Background: an optimization exercise with open tools, aiming at a short achievable clock period and few clock cycles. Do not read the settings as production practice.
The RTL was checked by simulation tests, not by an equivalence proof against the original design.
Power figures rest on the tool's default switching activity, not on a simulated workload.

## flow/design.v

```verilog
`timescale 1ns / 1ps
`timescale 1ns / 1ps
module KSAdd32(
    input  wire [31:0] a,
    input  wire [31:0] b,
    input  wire        cin,
    output wire [31:0] s,
    output wire        cout,
    output wire        c31       
    );
    wire [31:0] p0 = a ^ b;
    wire [31:0] g0 = {a[31:1] & b[31:1], (a[0] & b[0]) | ((a[0] ^ b[0]) & cin)};
    wire [31:0] g1, p1, g2, p2, g3, p3, g4, p4, g5;
    genvar i;
    generate
        for (i = 0; i < 32; i = i + 1) begin : lv1
            if (i == 0) begin : b0
                assign g1[i] = g0[i];
                assign p1[i] = 1'b0;
            end else begin : bn
                assign g1[i] = g0[i] | (p0[i] & g0[i-1]);
                assign p1[i] = p0[i] & p0[i-1];
            end
        end
        for (i = 0; i < 32; i = i + 1) begin : lv2
            if (i < 2) begin : b0
                assign g2[i] = g1[i];
                assign p2[i] = 1'b0;
            end else begin : bn
                assign g2[i] = g1[i] | (p1[i] & g1[i-2]);
                assign p2[i] = p1[i] & p1[i-2];
            end
        end
        for (i = 0; i < 32; i = i + 1) begin : lv3
            if (i < 4) begin : b0
                assign g3[i] = g2[i];
                assign p3[i] = 1'b0;
            end else begin : bn
                assign g3[i] = g2[i] | (p2[i] & g2[i-4]);
                assign p3[i] = p2[i] & p2[i-4];
            end
        end
        for (i = 0; i < 32; i = i + 1) begin : lv4
            if (i < 8) begin : b0
                assign g4[i] = g3[i];
                assign p4[i] = 1'b0;
            end else begin : bn
                assign g4[i] = g3[i] | (p3[i] & g3[i-8]);
                assign p4[i] = p3[i] & p3[i-8];
            end
        end
        for (i = 0; i < 32; i = i + 1) begin : lv5
            if (i < 16) begin : b0
                assign g5[i] = g4[i];
            end else begin : bn
                assign g5[i] = g4[i] | (p4[i] & g4[i-16]);
            end
        end
    endgenerate
    assign s    = p0 ^ {g5[30:0], cin};
    assign cout = g5[31];
    assign c31  = g5[30];
endmodule
`timescale 1ns / 1ps
module RV32Core(
    input wire CPU_CLK,
    input wire CPU_RST,
    output wire [31:0] imem_addr,
    input wire [31:0] imem_rdata,
    output wire [31:0] dmem_addr,
    output wire [3:0] dmem_we,
    output wire [31:0] dmem_wdata,
    input wire [31:0] dmem_rdata
    );
    wire clk = CPU_CLK;
    wire rst = CPU_RST;
    integer k;
    wire stall;              
    wire mis_e, mis_m;       
    wire redir = mis_e | mis_m;
    reg  [31:0] pc_f;
    assign imem_addr = pc_f;
    reg  [31:0] btb_v;
    reg  [7:0]  btb_tag [0:31];
    reg  [11:0] btb_tgt [0:31];
    reg  [1:0]  btb_ctr [0:31];
    wire [4:0]  f_idx = pc_f[6:2];
    wire        f_take = btb_v[f_idx] & (btb_tag[f_idx] == pc_f[14:7]) & btb_ctr[f_idx][1];
    wire [31:0] pc_f4 = pc_f + 32'd4;
    wire [31:0] pred_npc = f_take ? {18'b0, btb_tgt[f_idx], 2'b00} : pc_f4;
    wire        e_chk;                  
    wire        e_cond;                 
    wire        eqT_e, eqN_e;           
    wire [31:0] tgt_e, link_e, tgt_m;
    wire        stall_nx;
    wire [31:0] pc_nrm = stall_nx ? pc_f : pred_npc;
    wire        eqT_x;                  
    wire [31:0] tgt_x;                  
    wire [31:0] pc_c1  = (e_chk & ~eqT_x) ? tgt_x  : pc_nrm;
    wire [31:0] pc_c0  = (e_chk & ~eqN_e) ? link_e : pc_nrm;
    always @(posedge clk)
        if (rst)         pc_f <= 32'b0;
        else             pc_f <= e_cond ? pc_c1 : pc_c0;
    reg        v_d;
    reg [31:0] pc_d, npcp_d;
    wire [31:0] instr_d = imem_rdata;
    always @(posedge clk) begin
        if (rst | redir)  v_d <= 1'b0;
        else if (!stall)  v_d <= 1'b1;
        pc_d   <= pc_f;
        npcp_d <= pred_npc;
    end
    wire [6:0] op  = instr_d[6:0];
    wire [2:0] f3  = instr_d[14:12];
    wire       f7b = instr_d[30];
    wire [4:0] rs1 = instr_d[19:15];
    wire [4:0] rs2 = instr_d[24:20];
    wire [4:0] rd  = instr_d[11:7];
    wire d_lui   = (op == 7'b0110111);
    wire d_auipc = (op == 7'b0010111);
    wire d_jal   = (op == 7'b1101111);
    wire d_jalr  = (op == 7'b1100111);
    wire d_br    = (op == 7'b1100011);
    wire d_load  = (op == 7'b0000011);
    wire d_store = (op == 7'b0100011);
    wire d_alui  = (op == 7'b0010011);
    wire d_alur  = (op == 7'b0110011);
    wire d_use1 = d_jalr | d_br | d_load | d_store | d_alui | d_alur;
    wire d_use2 = d_br | d_store | d_alur;
    wire d_wen  = (d_lui | d_auipc | d_jal | d_jalr | d_load | d_alui | d_alur) & (rd != 5'd0);
    wire [31:0] immI = {{20{instr_d[31]}}, instr_d[31:20]};
    wire [31:0] immS = {{20{instr_d[31]}}, instr_d[31:25], instr_d[11:7]};
    wire [31:0] immB = {{20{instr_d[31]}}, instr_d[7], instr_d[30:25], instr_d[11:8], 1'b0};
    wire [31:0] immU = {instr_d[31:12], 12'b0};
    wire [31:0] immJ = {{12{instr_d[31]}}, instr_d[19:12], instr_d[20], instr_d[30:21], 1'b0};
    wire [31:0] immT = d_jal ? immJ : immB;
    wire d_isop  = d_alui | d_alur;
    wire d_sub   = (d_alur & (f3 == 3'b000) & f7b) | (d_isop & (f3 == 3'b010 || f3 == 3'b011)) | d_br;
    wire d_s_add = (d_isop & (f3 == 3'b000)) | d_lui | d_auipc | d_load | d_store;
    wire d_s_sll = d_isop & (f3 == 3'b001);
    wire d_s_sr  = d_isop & (f3 == 3'b101);
    wire d_sra   = f7b;
    wire d_s_slt = d_isop & (f3 == 3'b010);
    wire d_s_sltu= d_isop & (f3 == 3'b011);
    wire d_s_xor = d_isop & (f3 == 3'b100);
    wire d_s_or  = d_isop & (f3 == 3'b110);
    wire d_s_and = d_isop & (f3 == 3'b111);
    wire d_link  = d_jal | d_jalr;
    wire [31:0] pdiff_d;
    wire        pdiff_co;
    KSAdd32 u_pdiff(.a(npcp_d), .b(~pc_d), .cin(1'b1), .s(pdiff_d), .cout(pdiff_co));
    wire eqB_d = (pdiff_d == immB);
    wire eqJ_d = (pdiff_d == immJ);
    wire eqT_d = d_jal ? eqJ_d : eqB_d;
    wire eqN_d = (pdiff_d == 32'd4);
    reg [31:0] rf [1:31];
    reg        v_e, wen_e, load_e;
    reg [4:0]  rd_e;
    reg        v_m, wen_m, load_m;
    reg [4:0]  rd_m;
    reg [31:0] res_m;
    reg        v_w, wen_w, load_w;
    reg [4:0]  rd_w;
    reg [31:0] res_w;
    reg        v_x, wen_x;
    reg [4:0]  rd_x;
    reg [31:0] res_x;
    wire [31:0] alu_res_e;    
    wire [31:0] ldat_w;       
    wire e1 = v_e & wen_e & (rd_e == rs1);
    wire m1 = v_m & wen_m & (rd_m == rs1);
    wire w1 = v_w & wen_w & (rd_w == rs1);
    wire x1 = v_x & wen_x & (rd_x == rs1);
    wire e2 = v_e & wen_e & (rd_e == rs2);
    wire m2 = v_m & wen_m & (rd_m == rs2);
    wire w2 = v_w & wen_w & (rd_w == rs2);
    wire x2 = v_x & wen_x & (rd_x == rs2);
    wire pe1 = d_use1 & e1 & load_e;
    wire pm1 = d_use1 & ~e1 & m1 & load_m;
    wire pe2 = d_use2 & e2 & load_e;
    wire pm2 = d_use2 & ~e2 & m2 & load_m;
    reg  pe1_e, pm1_e, pe2_e, pm2_e, breg_e;
    assign stall = v_e & (pe1_e | pm1_e | pe2_e | pm2_e);
    assign stall_nx = stall ? (pe1_e | pe2_e) : (v_d & (pe1 | pm1 | pe2 | pm2));
    wire rz1 = (rs1 == 5'd0);
    wire rz2 = (rs2 == 5'd0);
    wire f1_e  = e1;
    wire f1_m  = ~e1 & m1;
    wire f1_w  = ~e1 & ~m1 & w1 & ~load_w;
    wire f1_l  = ~e1 & ~m1 & w1 & load_w;
    wire f1_x  = ~e1 & ~m1 & ~w1 & x1;
    wire f1_rf = ~e1 & ~m1 & ~w1 & ~x1 & ~rz1;
    wire f2_e  = e2;
    wire f2_m  = ~e2 & m2;
    wire f2_w  = ~e2 & ~m2 & w2 & ~load_w;
    wire f2_l  = ~e2 & ~m2 & w2 & load_w;
    wire f2_x  = ~e2 & ~m2 & ~w2 & x2;
    wire f2_rf = ~e2 & ~m2 & ~w2 & ~x2 & ~rz2;
    wire [31:0] rf1_raw = rf[rs1];
    wire [31:0] rf2_raw = rf[rs2];
    reg  [31:0] opa_e, opb_e, sd_e;
    wire ka  = stall & ~pm1_e;             
    wire la  = stall & pm1_e;              
    wire kb  = stall & ~(pm2_e & breg_e);  
    wire lb  = stall & pm2_e & breg_e;     
    wire ks  = stall & ~pm2_e;             
    wire ls  = stall & pm2_e;              
    wire go  = ~stall;
    wire        a_pc  = go & (d_auipc | d_jal);
    wire        a_reg = go & ~d_auipc & ~d_jal & ~d_lui;
    wire [31:0] opa_n = ({32{a_pc}}          & pc_d)
                      | ({32{a_reg & f1_e}}  & alu_res_e)
                      | ({32{a_reg & f1_m}}  & res_m)
                      | ({32{a_reg & f1_w}}  & res_w)
                      | ({32{a_reg & f1_l}}  & ldat_w)
                      | ({32{a_reg & f1_x}}  & res_x)
                      | ({32{a_reg & f1_rf}} & rf1_raw)
                      | ({32{ka}}            & opa_e)
                      | ({32{la}}            & ldat_w);
    wire        b_reg = d_alur | d_br;
    wire        b_imm = go & ~b_reg;
    wire        b_rs  = go & b_reg;
    wire [31:0] immX = d_store ? immS : (d_lui | d_auipc) ? immU : immI;
    wire [31:0] opb_n = ({32{b_imm}}        & immX)
                      | ({32{b_rs & f2_e}}  & alu_res_e)
                      | ({32{b_rs & f2_m}}  & res_m)
                      | ({32{b_rs & f2_w}}  & res_w)
                      | ({32{b_rs & f2_l}}  & ldat_w)
                      | ({32{b_rs & f2_x}}  & res_x)
                      | ({32{b_rs & f2_rf}} & rf2_raw)
                      | ({32{kb}}           & opb_e)
                      | ({32{lb}}           & ldat_w);
    wire [31:0] sd_n  = ({32{go & f2_e}}  & alu_res_e)
                      | ({32{go & f2_m}}  & res_m)
                      | ({32{go & f2_w}}  & res_w)
                      | ({32{go & f2_l}}  & ldat_w)
                      | ({32{go & f2_x}}  & res_x)
                      | ({32{go & f2_rf}} & rf2_raw)
                      | ({32{ks}}         & sd_e)
                      | ({32{ls}}         & ldat_w);
    reg [31:0] pc_e, link_e_r, immT_e;
    reg        eqT_e_r, eqN_e_r;
    assign link_e = link_e_r;
    assign eqT_e = eqT_e_r;
    assign eqN_e = eqN_e_r;
    reg        s_addp_e, s_subp_e, s_sll_e, s_sr_e, sra_e, s_slt_e, s_sltu_e;
    reg        s_xor_e, s_or_e, s_and_e, link_sel_e;
    reg        br_e, jal_e, jalr_e, store_e;
    reg        c_eq_e, c_ne_e, c_lt_e, c_ge_e, c_ltu_e, c_geu_e;
    reg [2:0]  f3_e;
    always @(posedge clk) begin
        opa_e <= opa_n;
        opb_e <= opb_n;
        sd_e  <= sd_n;
        if (rst)
            v_e <= 1'b0;
        else if (stall) begin
            pe1_e <= 1'b0;
            pm1_e <= pe1_e;
            pe2_e <= 1'b0;
            pm2_e <= pe2_e;
        end else begin
            v_e     <= v_d & ~mis_e;
            pe1_e   <= pe1;
            pm1_e   <= pm1;
            pe2_e   <= pe2;
            pm2_e   <= pm2;
            breg_e  <= b_reg;
            pc_e    <= pc_d;
            link_e_r <= pc_d + 32'd4;
            immT_e  <= immT;
            eqT_e_r <= eqT_d;
            eqN_e_r <= eqN_d;
            wen_e   <= d_wen;
            load_e  <= d_load;
            rd_e    <= rd;
            s_addp_e <= d_s_add & ~d_sub;
            s_subp_e <= d_s_add & d_sub;
            s_sll_e <= d_s_sll;
            s_sr_e  <= d_s_sr;
            sra_e   <= d_sra;
            s_slt_e <= d_s_slt;
            s_sltu_e<= d_s_sltu;
            s_xor_e <= d_s_xor;
            s_or_e  <= d_s_or;
            s_and_e <= d_s_and;
            link_sel_e <= d_link;
            br_e    <= d_br;
            c_eq_e  <= d_br & (f3 == 3'b000);
            c_ne_e  <= d_br & (f3 == 3'b001);
            c_lt_e  <= d_br & (f3 == 3'b100);
            c_ge_e  <= d_br & (f3 == 3'b101);
            c_ltu_e <= d_br & (f3 == 3'b110);
            c_geu_e <= d_br & (f3 == 3'b111);
            jal_e   <= d_jal;
            jalr_e  <= d_jalr;
            store_e <= d_store;
            f3_e    <= f3;
        end
    end
    wire [31:0] sum, dif;
    wire        sum_co, dif_co;
    KSAdd32 u_alu_add(.a(opa_e), .b(opb_e), .cin(1'b0), .s(sum), .cout(sum_co));
    wire        dif_c31;
    KSAdd32 u_alu_sub(.a(opa_e), .b(~opb_e), .cin(1'b1), .s(dif), .cout(dif_co), .c31(dif_c31));
    wire        ltu = ~((opa_e[31] & ~opb_e[31]) | ((opa_e[31] ^ ~opb_e[31]) & dif_c31));
    wire        lt  = ~((~opa_e[31] & opb_e[31]) | ((~opa_e[31] ^ opb_e[31]) & dif_c31));
    wire        eq  = (opa_e == opb_e);
    wire [31:0] shl = opa_e << opb_e[4:0];
    wire [31:0] shr = $signed({sra_e & opa_e[31], opa_e}) >>> opb_e[4:0];
    assign alu_res_e = ({32{s_addp_e}} & sum)
                     | ({32{s_subp_e}} & dif)
                     | ({32{s_sll_e}}  & shl)
                     | ({32{s_sr_e}}   & shr)
                     | ({32{s_slt_e}}  & {31'b0, lt})
                     | ({32{s_sltu_e}} & {31'b0, ltu})
                     | ({32{s_xor_e}}  & (opa_e ^ opb_e))
                     | ({32{s_or_e}}   & (opa_e | opb_e))
                     | ({32{s_and_e}}  & (opa_e & opb_e))
                     | ({32{link_sel_e}} & link_e);
    wire        tgt_co;
    KSAdd32 u_tgt_add(.a(pc_e), .b(immT_e), .cin(1'b0), .s(tgt_e), .cout(tgt_co));
    wire taken_e = jal_e
                 | (c_eq_e  & eq)  | (c_ne_e  & ~eq)
                 | (c_lt_e  & lt)  | (c_ge_e  & ~lt)
                 | (c_ltu_e & ltu) | (c_geu_e & ~ltu);
    wire [31:0] jx = opa_e ^ opb_e;
    wire [31:1] jk = {(opa_e[30:1] & opb_e[30:1]) | (jx[30:1] & ~npcp_e[30:1]), opa_e[0] & opb_e[0]};
    wire        jalr_ok = ((jx[31:1] ^ npcp_e[31:1]) == jk[31:1]);
    assign eqT_x  = jalr_e ? jalr_ok : eqT_e;
    assign tgt_x  = jalr_e ? {sum[31:1], 1'b0} : tgt_e;
    assign e_cond = taken_e | jalr_e;
    assign e_chk  = v_e & ~stall;
    assign mis_e  = e_chk & (e_cond ? ~eqT_x : ~eqN_e);
    reg [31:0] addr_m, wdata_m, tgt_m_r, npcp_m, pc_m;
    assign tgt_m = tgt_m_r;
    reg [3:0]  we_m;
    reg        jalr_m, ctl_m, taken_m;
    reg [1:0]  off_m;
    reg [2:0]  f3_m;
    reg [31:0] npcp_e;
    always @(posedge clk)
        if (!stall) npcp_e <= npcp_d;
    wire [3:0] st_mask = (f3_e[1:0] == 2'b00) ? 4'b0001 :
                         (f3_e[1:0] == 2'b01) ? 4'b0011 : 4'b1111;
    wire e_go = v_e & ~stall;
    always @(posedge clk) begin
        if (rst) begin
            v_m  <= 1'b0;
            we_m <= 4'b0;
        end else begin
            v_m  <= e_go;
            we_m <= (e_go & store_e) ? (st_mask << sum[1:0]) : 4'b0;
        end
        addr_m  <= sum;
        wdata_m <= sd_e << {sum[1:0], 3'b000};
        res_m   <= alu_res_e;
        rd_m    <= rd_e;
        wen_m   <= wen_e;
        load_m  <= load_e;
        off_m   <= sum[1:0];
        f3_m    <= f3_e;
        jalr_m  <= jalr_e;
        ctl_m   <= br_e | jal_e | jalr_e;
        taken_m <= taken_e | jalr_e;
        tgt_m_r <= jalr_e ? {sum[31:1], 1'b0} : tgt_e;
        npcp_m  <= npcp_e;
        pc_m    <= pc_e;
    end
    assign dmem_addr  = addr_m;
    assign dmem_we    = we_m;
    assign dmem_wdata = wdata_m;
    assign mis_m = 1'b0;     
    wire [4:0] u_idx = pc_m[6:2];
    wire       u_hit = btb_v[u_idx] & (btb_tag[u_idx] == pc_m[14:7]);
    wire [1:0] u_ctr = btb_ctr[u_idx];
    reg        bu_v, bu_taken, bu_hit;
    reg [1:0]  bu_ctr;
    reg [4:0]  bu_idx;
    reg [7:0]  bu_tag;
    reg [11:0] bu_tgt;
    always @(posedge clk) begin
        bu_v     <= ~rst & v_m & ctl_m;
        bu_taken <= taken_m;
        bu_hit   <= u_hit;
        bu_ctr   <= u_ctr;
        bu_idx   <= u_idx;
        bu_tag   <= pc_m[14:7];
        bu_tgt   <= tgt_m[13:2];
    end
    always @(posedge clk) begin
        if (rst)
            btb_v <= 32'b0;
        else if (bu_v & bu_taken)
            btb_v[bu_idx] <= 1'b1;
        if (bu_v) begin
            if (bu_taken) begin
                btb_tag[bu_idx] <= bu_tag;
                btb_tgt[bu_idx] <= bu_tgt;
                btb_ctr[bu_idx] <= (bu_hit & (bu_ctr != 2'b00)) ? ((bu_ctr == 2'b11) ? 2'b11 : bu_ctr + 2'b01)
                                                                : 2'b10;
            end else if (bu_hit) begin
                btb_ctr[bu_idx] <= (bu_ctr == 2'b00) ? 2'b00 : bu_ctr - 2'b01;
            end
        end
    end
    reg lw_w, lh0_w, lh1_w, lb0_w, lb1_w, lb2_w, lb3_w, ls_w;
    wire m_word = (f3_m[1:0] == 2'b10);
    wire m_half = (f3_m[1:0] == 2'b01);
    wire m_byte = (f3_m[1:0] == 2'b00);
    wire m_sgn  = ~f3_m[2];
    always @(posedge clk) begin
        if (rst) v_w <= 1'b0;
        else     v_w <= v_m;
        res_w  <= res_m;
        rd_w   <= rd_m;
        wen_w  <= wen_m;
        load_w <= load_m;
        lw_w   <= m_word;
        lh0_w  <= m_half & ~off_m[1];
        lh1_w  <= m_half &  off_m[1];
        lb0_w  <= m_byte & (off_m == 2'd0);
        lb1_w  <= m_byte & (off_m == 2'd1);
        lb2_w  <= m_byte & (off_m == 2'd2);
        lb3_w  <= m_byte & (off_m == 2'd3);
        ls_w   <= m_sgn;
    end
    wire [31:0] dr = dmem_rdata;
    wire sb_w = ls_w & ((lb0_w & dr[7]) | (lb1_w & dr[15]) | (lb2_w & dr[23]) | (lb3_w & dr[31]));
    wire sh_w = ls_w & ((lh0_w & dr[15]) | (lh1_w & dr[31]));
    assign ldat_w[7:0]   = ({8{lw_w | lh0_w | lb0_w}} & dr[7:0])
                         | ({8{lb1_w}}                & dr[15:8])
                         | ({8{lh1_w | lb2_w}}        & dr[23:16])
                         | ({8{lb3_w}}                & dr[31:24]);
    assign ldat_w[15:8]  = ({8{lw_w | lh0_w}}         & dr[15:8])
                         | ({8{lh1_w}}                & dr[31:24])
                         | {8{sb_w}};
    assign ldat_w[31:16] = ({16{lw_w}}                & dr[31:16])
                         | {16{sb_w | sh_w}};
    always @(posedge clk) begin
        if (rst) v_x <= 1'b0;
        else     v_x <= v_w;
        res_x <= load_w ? ldat_w : res_w;
        rd_x  <= rd_w;
        wen_x <= wen_w;
    end
    reg rst_q;
    always @(posedge clk)
        rst_q <= rst;
    always @(posedge clk)
        if (rst_q) begin
            for (k = 1; k < 32; k = k + 1) rf[k] <= 32'b0;
        end else if (v_x & wen_x)
            rf[rd_x] <= res_x;
endmodule
```

## flow/flow/run.sh

```bash
#!/bin/bash
set -euo pipefail
bash standard.sh SETUP_SLACK_MARGIN=8 TNS_END_PERCENT=20 finish > standard_flow.log 2>&1
```

## flow/standard.sh

```bash
#!/bin/bash
# synth_recipe.tcl (not shown) runs the flow's synth.tcl, then flattens the netlist and writes it again
# the make line also repeats each setting of config.mk as NAME=value (left out here)
make -C /OpenROAD-flow-scripts/flow DESIGN_CONFIG=/design/flow/config.mk WORK_HOME=/design/flow/orfs CLKGATE_MAP_FILE= SYNTH_SCRIPT=/design/flow/synth_recipe.tcl "${@:-finish}"
```

## flow/config.mk

```make
export PLATFORM = sky130hd
export DESIGN_NAME = RV32Core
export DESIGN_NICKNAME = RV32Core
export VERILOG_FILES = /design/flow/design.v
export SDC_FILE = /design/flow/constraint.sdc
export NUM_CORES = 4
export LEC_CHECK = 0
export ABC_CLOCK_PERIOD_IN_PS = 3000
export CAP_MARGIN = 35
export CORE_MARGIN = 2
export CORE_UTILIZATION = 30
export PLACE_DENSITY = 0.45
export SLEW_MARGIN = 35
export SYNTH_HIERARCHICAL = 1
export SYNTH_MINIMUM_KEEP_SIZE = 0
```

## flow/constraint.sdc

```tcl
create_clock -name core_clock -period 12.0 [get_ports {CPU_CLK}]
set_input_delay 2.4000 -clock core_clock [delete_from_list [all_inputs] [get_ports {CPU_CLK}]]
set_output_delay 2.4000 -clock core_clock [all_outputs]
set_load 0.01 [all_outputs]
```

==> run_summary.xml, run 1 <==
<?xml version="1.0" encoding="UTF-8"?>
<metrics>
  <group name="route">
    <metric name="route.detailed.drc" unit="">0</metric>
    <metric name="route.final.wire_length" unit="µm">542000</metric>
    <metric name="wl_met3" unit="µm">43200</metric>
    <metric name="detail_route.wl_per_cell" unit="µm">36.5</metric>
    <metric name="dr_total_vias" unit="">86334</metric>
    <metric name="wl_met1" unit="µm">217000</metric>
    <metric name="ant_nets" unit="">0</metric>
    <metric name="drt_pass_1_iters" unit="">8</metric>
    <metric name="drt_iter0_drc" unit="">11142</metric>
    <metric name="met2WireLength" unit="µm">251000</metric>
    <metric name="maxUsedRoutingLayer" unit="">met5</metric>
    <metric name="route.detailed.vias_per_inst" unit="">5.81</metric>
  </group>
  <group name="pwr">
    <metric name="share_clk_of_total_power" unit="%">32.3</metric>
    <metric name="static-leakage-power" unit="nW">51.9</metric>
    <metric name="power_switching" unit="mW">9.08</metric>
    <metric name="comb_power_share" unit="%">28.3</metric>
    <metric name="register_share_of_total_power" unit="%">39.3</metric>
    <metric name="p_int" unit="mW">17.5</metric>
    <metric name="power-per-cell-area" unit="nW/µm²">179</metric>
    <metric name="vdd_drop_max" unit="µV">113</metric>
    <metric name="power.share.switching" unit="%">34.2</metric>
  </group>
  <group name="floorplanning">
    <metric name="die-area" unit="µm²">412000</metric>
    <metric name="boundaryPins" unit="">166</metric>
    <metric name="die_w" unit="µm">642</metric>
    <metric name="fp.coreArea" unit="µm²">406000</metric>
    <metric name="die_height" unit="µm">642</metric>
    <metric name="initial_utilization" unit="%">30.1</metric>
    <metric name="floorplan.rows" unit="">234</metric>
  </group>
  <group name="synthesis">
    <metric name="syn_avg_cell_area" unit="µm²">13.9</metric>
    <metric name="synth_cells" unit="">8789</metric>
    <metric name="netlist_area" unit="µm²">122000</metric>
    <metric name="count_of_yosys_warnings_during_synthesis" unit="">7</metric>
  </group>
  <group name="timing">
    <metric name="timing_max_transition_violations_final" unit="">0</metric>
    <metric name="timing.final.crit_share" unit="%">36.3</metric>
    <metric name="final_critical_path_setup_slack" unit="ns">7.65</metric>
    <metric name="achievable-frequency" unit="GHz">0.230</metric>
    <metric name="final.setup.tns" unit="ns">0</metric>
    <metric name="finalClockSkew" unit="ns">0.0969</metric>
    <metric name="worst_slew_pin_slew" unit="ns">1.04</metric>
    <metric name="rsz_0062_raised_after_global_routing" unit="">yes</metric>
    <metric name="final.hold.worst_slack" unit="ns">0.269</metric>
    <metric name="slew_headroom" unit="%">30.3</metric>
    <metric name="layout_min_cycle_time" unit="ns">4.35</metric>
    <metric name="finalHoldViolations" unit="">0</metric>
    <metric name="finalSetupViolCount" unit="">0</metric>
  </group>
  <group name="grt">
    <metric name="grt_max_degree" unit="">68</metric>
    <metric name="antenna_found_initial" unit="">60</metric>
    <metric name="gr-usage-all-layers" unit="%">25.7</metric>
    <metric name="grt_pass1_vias" unit="">84941</metric>
    <metric name="total_grt_overflow" unit="">0</metric>
    <metric name="global_route_wire_length_before_repair" unit="µm">731000</metric>
  </group>
  <group name="setup_path">
    <metric name="worstSetupStartpoint" unit="">opa_e[31]</metric>
    <metric name="cp_data_arrival_time" unit="ns">5.18</metric>
    <metric name="worstRegToRegCells" unit="">14</metric>
    <metric name="worst-path-max-fanout" unit="">13</metric>
    <metric name="timing.critical_path.cells" unit="">buf_4 -&gt; inv_1 -&gt; ha_1 -&gt; nor4_1 -&gt; nand4_1 -&gt; nor2_1 -&gt; mux2i_1 -&gt; and4_4 -&gt; clkinv_8 -&gt; nor2_4 -&gt; buf_8 -&gt; o311ai_0 -&gt; o31a_1 -&gt; o22ai_1</metric>
    <metric name="worst_setup_path_endpoint" unit="">pc_f[2]</metric>
    <metric name="critPathMaxStageDelay" unit="ns">0.63</metric>
    <metric name="timing.critical_path.slowest_stage_cell" unit="">nor4_1</metric>
    <metric name="worstSetupStartpointType" unit="">register</metric>
    <metric name="regToRegSetupSlack" unit="ns">7.65</metric>
    <metric name="worstSetupPathType" unit="">register to register</metric>
    <metric name="r2r-end" unit="">pc_f[2]</metric>
    <metric name="crit-reg2reg-launch" unit="">opa_e[31]</metric>
    <metric name="setup.worst_path.end_class" unit="">register</metric>
    <metric name="required_time_reported_for_the_critical_path_endpoint" unit="ns">12.83</metric>
  </group>
  <group name="cells_and_area">
    <metric name="layout.cells.most_common" unit="">edfxtp_1</metric>
    <metric name="layout_common_cells" unit="">edfxtp_1 (1878), and2_1 (1030), mux4_2 (961)</metric>
    <metric name="layout.nets" unit="">9487</metric>
    <metric name="area_growth_syn_to_layout" unit="%">21.7</metric>
    <metric name="drive_gt1_share" unit="%">28.2</metric>
  </group>
  <group name="clocking">
    <metric name="cts.clk_slew.worst_paths" unit="ns">0.06</metric>
    <metric name="max_clock_buf_depth" unit="">4</metric>
    <metric name="cts.sinks" unit="">2360</metric>
    <metric name="worst_skew_pair.late_latency" unit="ns">0.93</metric>
    <metric name="ctsHtreeMaxLevel" unit="">5</metric>
    <metric name="holdBufCountCts" unit="">0</metric>
    <metric name="cts_buf_count" unit="">280</metric>
    <metric name="clk_tree_root_cell" unit="">clkbuf_16</metric>
    <metric name="cts_tree" unit="">done</metric>
  </group>
  <group name="placed_design">
    <metric name="gp_routability_congestion" unit="">0.948</metric>
    <metric name="place_hpwl" unit="µm">341000</metric>
    <metric name="port_buffer_count" unit="">165</metric>
    <metric name="place_worst_setup_slack" unit="ns">4.93</metric>
  </group>
  <group name="run">
    <metric name="timing.max_cap.violations" unit="">0</metric>
  </group>
  <group name="status">
    <metric name="outcome" unit="">complete, no violations</metric>
  </group>
  <group name="min_path">
    <metric name="holdCritPathClass" unit="">register to register</metric>
  </group>
</metrics>
-- per-layer routing --
| layer | vias to the layer above | GRT usage, % |
|---|---|---|
| met5 | - | 0 |
| met4 | 10 | 12.6 |
| met3 | 1042 | 4.46 |
| met2 | 4634 | 41.1 |
| met1 | 45690 | 33.7 |
| li1 | 34958 | - |
-- power groups by stage --
stage,Combinational (mW),Clock (mW),Sequential (mW)
final,7.53,8.59,10.5
after global routing,7.80,9.02,10.5
after CTS,7.20,8.71,10.5
after detailed placement,6.42,0,10.7
after floorplan,3.69,0,10.2
after global placement,6.39,0,10.6
-- how the worst min path moves through the flow --
stage               from          to  slack (ns)  cells after the start
3_3_place_gp    tgt_m[9]   bu_tgt[7]        0.32                      0
6_report       tgt_m[12]  bu_tgt[10]        0.27                      0
5_1_grt        tgt_m[12]  bu_tgt[10]        0.28                      0
4_1_cts        tgt_m[12]  bu_tgt[10]        0.28                      0
2_1_floorplan    taken_m    bu_taken        0.31                      0
3_5_place_dp    tgt_m[9]   bu_tgt[7]        0.32                      0
-- registers in the layout, indices dropped and copies added, names as in the netlist, 32 cells and up --
name	cells
btb_ctr	64
btb_tag	256
btb_tgt	384
btb_v	32
npcp_d	32
opa_e	32
opb_e	32
pc_d	32
pc_e	32
pc_f	32
res_m	32
res_w	32
res_x	32
rf	1024
sd_e	32
wdata_m	32
-- worst max-delay path, delay by kind of cell, from the launching register on --
family,cells,cell delay (ns)
DFF,1,0.31
adders and majority gates,1,0.54
AOI/OAI and AO/OA,3,0.46
and+or+nand+nor,5,1.80
muxes,1,0.27
buffers and inverters,4,0.84
-- stage by stage --
| step | power, mW | std cells | cell area, µm² | utilization [%] |
|---|---|---|---|---|
| 2_1_floorplan | 13.9 | 8792 | 122000 | - |
| 3_3_place_gp | 17.0 | 13990 | 130000 | 32.2 |
| 3_5_place_dp | 17.1 | 14026 | 132000 | 32.4 |
| 4_1_cts | 26.4 | 14762 | 147000 | 36.2 |
| 5_1_grt | 27.3 | 14843 | 148000 | 36.6 |
| 6_report | 26.6 | 14859 | 148000 | 36.6 |
-- layout make-up --
class / instances / area [µm²]
clock inverters: 141 / 1350
fillers: 38300 / 257000
inverters: 194 / 792
repair buffers: 802 / 9810
diodes: 21 / 52.6
clock buffers: 367 / 7680
well taps: 5428 / 6790
flip-flops and latches: 2360 / 66300
multi-input cells: 5545 / 55700
repair inverters: 1 / 8.76
-- timing repair --
item | in CTS | in global routing
cloned | 57 | 8
setup buffers | 171 | 67
resized for setup | 688 | 272
pin swaps | 89 | 80
endpoints found under the setup margin | 417 | 343
Testbench counts, summed over its fixed seeds: cycles 17,970.
==> run 2: changes to the inputs <==
==> flow/flow/run.sh (replaced) <==
#!/bin/bash
set -euo pipefail
bash standard.sh SETUP_SLACK_MARGIN=9 TNS_END_PERCENT=30 finish > standard_flow.log 2>&1
==> run 2 against run 1 <==
Via count is 1.6% higher; total power is 1.5% higher; count of clock-buffer cells in the layout up 17; combinational power rose by 6.4%; highest routed layer unchanged.
==> run_summary.xml, run 2 <==
<?xml version="1.0" encoding="UTF-8"?>
<metrics>
  <group name="pwr">
    <metric name="p_int" unit="mW">17.7</metric>
    <metric name="static-leakage-power" unit="nW">54.0</metric>
    <metric name="power-per-cell-area" unit="nW/µm²">176</metric>
    <metric name="power_switching" unit="mW">9.32</metric>
    <metric name="comb_power_share" unit="%">29.7</metric>
    <metric name="share_clk_of_total_power" unit="%">31.5</metric>
    <metric name="power.share.switching" unit="%">34.5</metric>
    <metric name="register_share_of_total_power" unit="%">38.8</metric>
    <metric name="power.total" unit="mW">27.0</metric>
    <metric name="vdd_drop_max" unit="µV">106</metric>
  </group>
  <group name="timing">
    <metric name="worst_slew_pin_slew" unit="ns">1.02</metric>
    <metric name="slew_headroom" unit="%">31.0</metric>
    <metric name="rsz_0062_raised_after_global_routing" unit="">yes</metric>
    <metric name="achievable-frequency" unit="GHz">0.235</metric>
    <metric name="timing_max_transition_violations_final" unit="">0</metric>
    <metric name="finalSetupViolCount" unit="">0</metric>
    <metric name="final.setup.tns" unit="ns">0</metric>
    <metric name="finalHoldViolations" unit="">0</metric>
    <metric name="layout_min_cycle_time" unit="ns">4.25</metric>
    <metric name="timing.final.crit_share" unit="%">35.4</metric>
    <metric name="finalClockSkew" unit="ns">0.0678</metric>
  </group>
  <group name="cells_and_area">
    <metric name="area_growth_syn_to_layout" unit="%">25.6</metric>
    <metric name="layout.nets" unit="">9707</metric>
    <metric name="layout_common_cells" unit="">edfxtp_1 (1878), and2_1 (1029), mux4_2 (961)</metric>
    <metric name="fin_util" unit="%">37.8</metric>
    <metric name="layout.cells.most_common" unit="">edfxtp_1</metric>
    <metric name="drive_gt1_share" unit="%">33.3</metric>
    <metric name="largest_register" unit="">rf</metric>
    <metric name="largest_reg_flops" unit="">1024</metric>
    <metric name="layout_top_registers" unit="">rf: 1024 flops, btb_tgt: 384 flops, btb_tag: 256 flops</metric>
  </group>
  <group name="setup_path">
    <metric name="worstSetupStartpointType" unit="">input pin</metric>
    <metric name="crit-reg2reg-launch" unit="">opb_e[12]</metric>
    <metric name="setup.worst_path.end_class" unit="">register</metric>
    <metric name="worstRegToRegCells" unit="">20</metric>
    <metric name="cp_data_arrival_time" unit="ns">5.05</metric>
    <metric name="r2r-end" unit="">pc_f[30]</metric>
    <metric name="regToRegSetupSlack" unit="ns">7.83</metric>
    <metric name="worstSetupPathType" unit="">input pin to register</metric>
    <metric name="worst-path-max-fanout" unit="">6</metric>
    <metric name="required_time_reported_for_the_critical_path_endpoint" unit="ns">12.80</metric>
    <metric name="timing.critical_path.slowest_stage_cell" unit="">or3_4</metric>
    <metric name="timing.critical_path.cells" unit="">buf_16 -&gt; buf_16 -&gt; xnor2_2 -&gt; nand4_1 -&gt; or3_4 -&gt; mux2i_4 -&gt; a41oi_4 -&gt; nand2_4 -&gt; buf_12 -&gt; buf_12 -&gt; or3_4 -&gt; a21oi_4 -&gt; a211oi_2 -&gt; o32ai_2</metric>
    <metric name="critPathMaxStageDelay" unit="ns">0.37</metric>
  </group>
  <group name="floorplanning">
    <metric name="die-area" unit="µm²">412000</metric>
    <metric name="initial_utilization" unit="%">30.1</metric>
    <metric name="floorplan.rows" unit="">234</metric>
    <metric name="die_w" unit="µm">642</metric>
    <metric name="die_height" unit="µm">642</metric>
    <metric name="fp.coreArea" unit="µm²">406000</metric>
    <metric name="boundaryPins" unit="">166</metric>
  </group>
  <group name="route">
    <metric name="route.final.wire_length" unit="µm">557000</metric>
    <metric name="drt_pass_1_iters" unit="">6</metric>
    <metric name="dr_total_vias" unit="">87675</metric>
    <metric name="route.detailed.vias_per_inst" unit="">5.81</metric>
    <metric name="drt_iter0_drc" unit="">11715</metric>
    <metric name="detail_route.wl_per_cell" unit="µm">36.9</metric>
    <metric name="route.detailed.drc" unit="">0</metric>
    <metric name="ant_nets" unit="">0</metric>
  </group>
  <group name="clocking">
    <metric name="ctsHtreeMaxLevel" unit="">5</metric>
    <metric name="cts_tree" unit="">done</metric>
    <metric name="clk_tree_root_cell" unit="">clkbuf_16</metric>
    <metric name="cts.clk_slew.worst_paths" unit="ns">0.05</metric>
    <metric name="worst_skew_pair.late_latency" unit="ns">0.96</metric>
    <metric name="cts.sinks" unit="">2360</metric>
    <metric name="max_clock_buf_depth" unit="">4</metric>
    <metric name="cts_buf_count" unit="">286</metric>
  </group>
  <group name="grt">
    <metric name="global_route_wire_length_before_repair" unit="µm">748000</metric>
    <metric name="total_grt_overflow" unit="">0</metric>
    <metric name="gr-usage-all-layers" unit="%">26.4</metric>
    <metric name="grt_pass1_vias" unit="">85951</metric>
    <metric name="antenna_found_initial" unit="">66</metric>
    <metric name="grt_max_degree" unit="">69</metric>
  </group>
  <group name="min_path">
    <metric name="holdCritPathClass" unit="">register to register</metric>
    <metric name="worstHoldPathCells" unit="">0</metric>
    <metric name="hold_path.startpoint" unit="">tgt_m[3]</metric>
    <metric name="hold_path_end" unit="">bu_tgt[1]</metric>
  </group>
  <group name="synthesis">
    <metric name="synth_cells" unit="">8789</metric>
    <metric name="netlist_area" unit="µm²">122000</metric>
    <metric name="count_of_yosys_warnings_during_synthesis" unit="">7</metric>
    <metric name="syn_avg_cell_area" unit="µm²">13.9</metric>
  </group>
  <group name="placed_design">
    <metric name="place_hpwl" unit="µm">329000</metric>
    <metric name="gp_routability_congestion" unit="">0.937</metric>
    <metric name="port_buffer_count" unit="">165</metric>
  </group>
  <group name="run">
    <metric name="timing.max_cap.violations" unit="">0</metric>
  </group>
  <group name="status">
    <metric name="outcome" unit="">complete, no violations</metric>
  </group>
</metrics>
==> run 2: changes by cell type in the layout (fill, tap and decap cells not counted), moves of 49 or more <==
cell	delta
buf_6	+126
buf_4	+64
o21ai_0	-61
clkdlybuf4s50_1	-58
dfxtp_1	-52
o21ai_1	+49
==> run 2: stage by stage <==
| step | cells | cell area, µm² | hold WS (ns) | setup slack, ns |
|---|---|---|---|---|
| floorplan | 8792 | 122000 | 0.310 | 7.20 |
| global placement | 13995 | 131000 | 0.319 | 5.33 |
| detailed placement | 14001 | 131000 | 0.316 | 5.32 |
| CTS | 14939 | 151000 | 0.332 | 7.84 |
| global route | 15063 | 153000 | 0.337 | 7.71 |
| finish | 15081 | 153000 | 0.329 | 7.75 |
==> run 2: final cells by class <==
| cell class | count | area, µm² |
|---|---|---|
| repair inverters | 1 | 8.76 |
| repair buffers | 1019 | 13300 |
| well taps | 5428 | 6790 |
| inverters | 194 | 811 |
| fillers | 37962 | 252000 |
| clock buffers | 384 | 7870 |
| clock inverters | 129 | 1080 |
| multi-input cells | 5542 | 56900 |
| flip-flops and latches | 2360 | 66400 |
| diodes | 24 | 60.1 |
==> run 2: worst max-delay path by stage <==
stage | from | endpoint | slack, ns | cells after the start
after global placement | imem_rdata[21] | sd_e[1] | 5.33 | 9
after floorplan | CPU_RST | br_e | 7.20 | 3
final | imem_rdata[23] | pc_f[29] | 7.75 | 14
after CTS | pc_f[3] | imem_addr[3] | 7.84 | 3
after detailed placement | imem_rdata[21] | sd_e[1] | 5.32 | 9
after global routing | opb_e[9] | pc_f[30] | 7.71 | 20
==> run 2: power by group through the flow <==
stage	combinational (mW)	sequential [mW]	clock [mW]
finish	8.01	10.5	8.50
global route	8.28	10.5	8.91
CTS	7.57	10.5	8.61
detailed placement	6.31	10.7	0
global placement	6.29	10.6	0
floorplan	3.70	10.2	0
==> run 2: worst max-delay path, delay by kind of cell <==
| kind | cells | cell delay (ns) |
|---|---|---|
| buf+inv | 4 | 0.57 |
| simple gates | 4 | 0.88 |
| mux | 1 | 0.21 |
| xor+xnor | 1 | 0.14 |
| compound gates | 4 | 0.80 |
==> run 2: routing by layer <==
layer | GRT usage [%] | part of all wire [%]
met1 | 34.4 | 39
met2 | 42.2 | 47
met3 | 4.27 | 8.3
met4 | 13.8 | 6.1
met5 | 0 | 0.040
==> run 2: timing repair <==
item                       4_1_cts  5_1_grt
setup endpoints to repair     1491     1225
buffers inserted               320      106
cloned                         105        9
hold buffers                     0        0
resized for setup             1661      333
pin swaps                      214      124
==> run 3: changes to the inputs <==
--- a/flow/config.mk
+++ b/flow/config.mk
@@ -10,5 +10,5 @@
 export CORE_MARGIN = 2
 export CORE_UTILIZATION = 30
-export PLACE_DENSITY = 0.45
+export PLACE_DENSITY = 0.55
 export SLEW_MARGIN = 35
 export SYNTH_HIERARCHICAL = 1
==> run 3 against run 2 <==
Count of clock-buffer cells in the layout decreased by 31; first-iteration DRC count increased by 17%; sequential share of layout area decreased by 0.60 points; still clean on timing, DRC and antenna; critical endpoint is now pc_f[31]; die area unchanged; via count increased by 3.6%; maximum frequency decreased by 1.9%; clock power decreased by 2%; total power decreased by 0.28%; non-clock buffer count increased by 99; area after synthesis unchanged.
==> run_summary.xml, run 3 <==
<?xml version="1.0" encoding="UTF-8"?>
<metrics>
  <group name="floorplanning">
    <metric name="boundaryPins" unit="">166</metric>
    <metric name="die-area" unit="µm²">412000</metric>
    <metric name="die_height" unit="µm">642</metric>
    <metric name="initial_utilization" unit="%">30.1</metric>
    <metric name="die_w" unit="µm">642</metric>
    <metric name="floorplan.rows" unit="">234</metric>
    <metric name="fp.coreArea" unit="µm²">406000</metric>
  </group>
  <group name="placed_design">
    <metric name="gp_routability_congestion" unit="">0.995</metric>
    <metric name="place_hpwl" unit="µm">310000</metric>
    <metric name="port_buffer_count" unit="">165</metric>
    <metric name="dpl_cell_area" unit="µm²">131000</metric>
  </group>
  <group name="cells_and_area">
    <metric name="layout.cells.most_common" unit="">edfxtp_1</metric>
    <metric name="drive_gt1_share" unit="%">34.3</metric>
    <metric name="largest_reg_flops" unit="">1024</metric>
    <metric name="fin_util" unit="%">38.3</metric>
    <metric name="fillCellCount" unit="">37477</metric>
    <metric name="largest_register" unit="">rf</metric>
    <metric name="final_cell_area" unit="µm²">155000</metric>
    <metric name="layout_common_cells" unit="">edfxtp_1 (1878), and2_1 (1029), mux4_2 (961)</metric>
    <metric name="seqCellArea" unit="µm²">66400</metric>
    <metric name="layout_top_registers" unit="">rf: 1024 flops, btb_tgt: 384 flops, btb_tag: 256 flops</metric>
    <metric name="layout.nets" unit="">9792</metric>
    <metric name="area_growth_syn_to_layout" unit="%">27.4</metric>
    <metric name="multiInputGateArea" unit="µm²">57200</metric>
  </group>
  <group name="pwr">
    <metric name="power-per-cell-area" unit="nW/µm²">173</metric>
    <metric name="vdd_drop_max" unit="µV">118</metric>
    <metric name="power.total" unit="mW">26.9</metric>
    <metric name="static-leakage-power" unit="nW">54.8</metric>
  </group>
  <group name="min_path">
    <metric name="holdCritPathClass" unit="">register to register</metric>
    <metric name="worstHoldPathCells" unit="">0</metric>
  </group>
  <group name="synthesis">
    <metric name="netlist_area" unit="µm²">122000</metric>
    <metric name="syn_avg_cell_area" unit="µm²">13.9</metric>
    <metric name="count_of_yosys_warnings_during_synthesis" unit="">7</metric>
    <metric name="synth_cells" unit="">8789</metric>
  </group>
  <group name="setup_path">
    <metric name="required_time_reported_for_the_critical_path_endpoint" unit="ns">12.82</metric>
    <metric name="worstPathBufferInverterCount" unit="">4</metric>
    <metric name="timing.critical_path.cells" unit="">buf_16 -&gt; buf_16 -&gt; xnor2_4 -&gt; nand4_1 -&gt; or3_4 -&gt; mux2i_2 -&gt; a41oi_2 -&gt; nand2_4 -&gt; buf_6 -&gt; buf_16 -&gt; or3_1 -&gt; a21oi_2 -&gt; a211oi_1 -&gt; o32ai_1</metric>
    <metric name="worstRegToRegCells" unit="">19</metric>
    <metric name="cpMostUsedCell" unit="">buf_16</metric>
    <metric name="cp_data_arrival_time" unit="ns">5.15</metric>
    <metric name="cp.depth" unit="">14</metric>
    <metric name="timing.critical_path.slowest_stage_cell" unit="">or3_4</metric>
    <metric name="worst-path-max-fanout" unit="">7</metric>
    <metric name="critPathMaxStageDelay" unit="ns">0.44</metric>
    <metric name="setup.worst_path.end_class" unit="">register</metric>
    <metric name="worstSetupStartpointType" unit="">input pin</metric>
    <metric name="worstSetupPathType" unit="">input pin to register</metric>
    <metric name="worst_path_dominant_cell_family" unit="">simple AND/OR/NAND/NOR gates</metric>
  </group>
  <group name="timing">
    <metric name="finalClockSkew" unit="ns">0.0907</metric>
    <metric name="rsz_0062_raised_after_global_routing" unit="">yes</metric>
    <metric name="layout_min_cycle_time" unit="ns">4.34</metric>
    <metric name="timing.final.crit_share" unit="%">36.1</metric>
    <metric name="slew_headroom" unit="%">34.1</metric>
    <metric name="worst_slew_pin_slew" unit="ns">0.982</metric>
    <metric name="final.setup.tns" unit="ns">0</metric>
    <metric name="final.hold.worst_slack" unit="ns">0.342</metric>
    <metric name="finalHoldViolations" unit="">0</metric>
    <metric name="timing_max_transition_violations_final" unit="">0</metric>
    <metric name="finalSetupViolCount" unit="">0</metric>
    <metric name="achievable-frequency" unit="GHz">0.231</metric>
  </group>
  <group name="route">
    <metric name="drt_pass_1_iters" unit="">10</metric>
    <metric name="drt_iter0_drc" unit="">13709</metric>
    <metric name="detail_route.wl_per_cell" unit="µm">35.4</metric>
    <metric name="route.detailed.vias_per_inst" unit="">5.99</metric>
    <metric name="route.detailed.drc" unit="">0</metric>
    <metric name="dr_total_vias" unit="">90852</metric>
    <metric name="ant_nets" unit="">0</metric>
    <metric name="route.final.wire_length" unit="µm">537000</metric>
  </group>
  <group name="grt">
    <metric name="total_grt_overflow" unit="">0</metric>
    <metric name="grt_pass1_vias" unit="">87836</metric>
    <metric name="global_route_wire_length_before_repair" unit="µm">724000</metric>
    <metric name="grt_max_degree" unit="">68</metric>
    <metric name="antenna_found_initial" unit="">51</metric>
    <metric name="gr-usage-all-layers" unit="%">25.2</metric>
  </group>
  <group name="clocking">
    <metric name="cts_tree" unit="">done</metric>
    <metric name="cts_buf_count" unit="">268</metric>
    <metric name="clk_tree_root_cell" unit="">clkbuf_16</metric>
    <metric name="worst_skew_pair.late_latency" unit="ns">0.93</metric>
    <metric name="holdBufCountCts" unit="">0</metric>
    <metric name="ctsHtreeMaxLevel" unit="">5</metric>
    <metric name="cts.sinks" unit="">2360</metric>
    <metric name="max_clock_buf_depth" unit="">4</metric>
    <metric name="cts.clk_slew.worst_paths" unit="ns">0.06</metric>
  </group>
  <group name="run">
    <metric name="timing.max_cap.violations" unit="">0</metric>
  </group>
  <group name="status">
    <metric name="outcome" unit="">complete, no violations</metric>
  </group>
</metrics>
-- run 3: cell count changes in the layout (fill, tap and decap cells not counted), sizes merged, moves of 3 or more --
cell | before | now
clkdlybuf4s15 | 0 | 4
bufinv | 9 | 15
buf | 918 | 1001
clkinv | 102 | 97
clkdlybuf4s50 | 43 | 40
and2 | 1033 | 1036
diode | 24 | 36
clkbuf | 395 | 378
clkinvlp | 10 | 13
-- run 3: final timing paths --
kind | startpoint | end | slack [ns]
max | imem_rdata[21] | pc_f[31] | 7.66
max reg2reg | opb_e[10] | pc_f[2] | 7.73
min reg2reg | f3_e[2] | f3_m[2] | 0.34
min | f3_e[2] | f3_m[2] | 0.34
-- run 3: layout make-up --
type / count / area share [%]
repair inverters: 1 / 0.00725
inverters: 194 / 0.507
flip-flops and latches: 2360 / 42.7
diodes: 36 / 0.0580
repair buffers: 1118 / 9.85
clock inverters: 131 / 0.789
clock buffers: 353 / 4.86
well taps: 5428 / 4.37
multi-input cells: 5546 / 36.8
-- run 3: worst reg2reg max path, stage by stage (launching register included) --
cell and delay, ns:
dfxtp_1 0.32, buf_6 0.16, inv_1 0.11, ha_4 0.31, nand4_1 0.20, a2111oi_4 0.45, a2111oi_4 0.09, o41ai_2 0.35
a21oi_2 0.14, o41ai_4 0.30, nor2b_4 0.36, nor2_2 0.07, mux2i_1 0.15, and4_4 0.36, inv_8 0.08, nor2_4 0.17
buf_8 0.19, o311ai_4 0.10, o31a_1 0.14, o22ai_2 0.17
-- run 3: what timing repair did --
item                        CTS  global route
gates resized for setup    1743           307
setup endpoints to repair  1142          1002
pin swaps                   200           119
setup buffers               381           127
gates cloned                116            28
-- run 3: per-stage QoR --
stage                     worst slack [ns]  std cells
after floorplan                       7.20       8792
after global placement                5.18      13951
after detailed placement              5.09      13993
after CTS                             7.84      14974
after global routing                  7.62      15136
final                                 7.66      15167
-- run 3: layer usage --
layer | GRT usage [%] | up-vias | share of wire [%]
met1 | 31.6 | 46842 | 36
met4 | 16.5 | 6 | 7.9
met5 | 0 | - | 0.0054
li1 | - | 35589 | -
met3 | 6.41 | 1646 | 12
met2 | 38.4 | 6769 | 44
-- run 3: report_power, final --
group / leakage (nW) / internal (mW) / switching, mW
clock: 4.28 / 4.79 / 3.56
combinational: 27.9 / 3.31 / 4.70
sequential: 22.6 / 9.64 / 0.899
total: 54.8 / 17.7 / 9.15

[port drivers added, routing unchanged]
No port has a modelled driver above. Below, the same layouts with a new extraction and two added sets of constraints.
Step 1 sets driving cells, clkbuf_16 on the clock port and buf_2 on the other inputs (assumed; they add their load-dependent delay and slew).
Step 2 also shifts input and output timing later by t, the mid clock arrival at the registers, as if the neighbouring blocks saw the same clock.
Slacks: ideal / step 1 / step 2; pairs: ideal / step 1.
run | shift t [ns] | setup WS [ns] | worst setup path at the end | clock arrival spread, ns
run 1 | 1.000 | 7.645 / 7.395 / 6.395 | input to register | 0.109 / 0.109
run 2 | 1.039 | 7.746 / 7.434 / 6.395 | input to register | 0.069 / 0.069
run 3 | 1.000 | 7.664 / 7.519 / 6.519 | input to register | 0.094 / 0.094
After both steps every run listed still meets setup and hold. The setup slack of run 2, which loses most, moves by -0.312 ns with the drivers and by -1.351 ns with both steps.
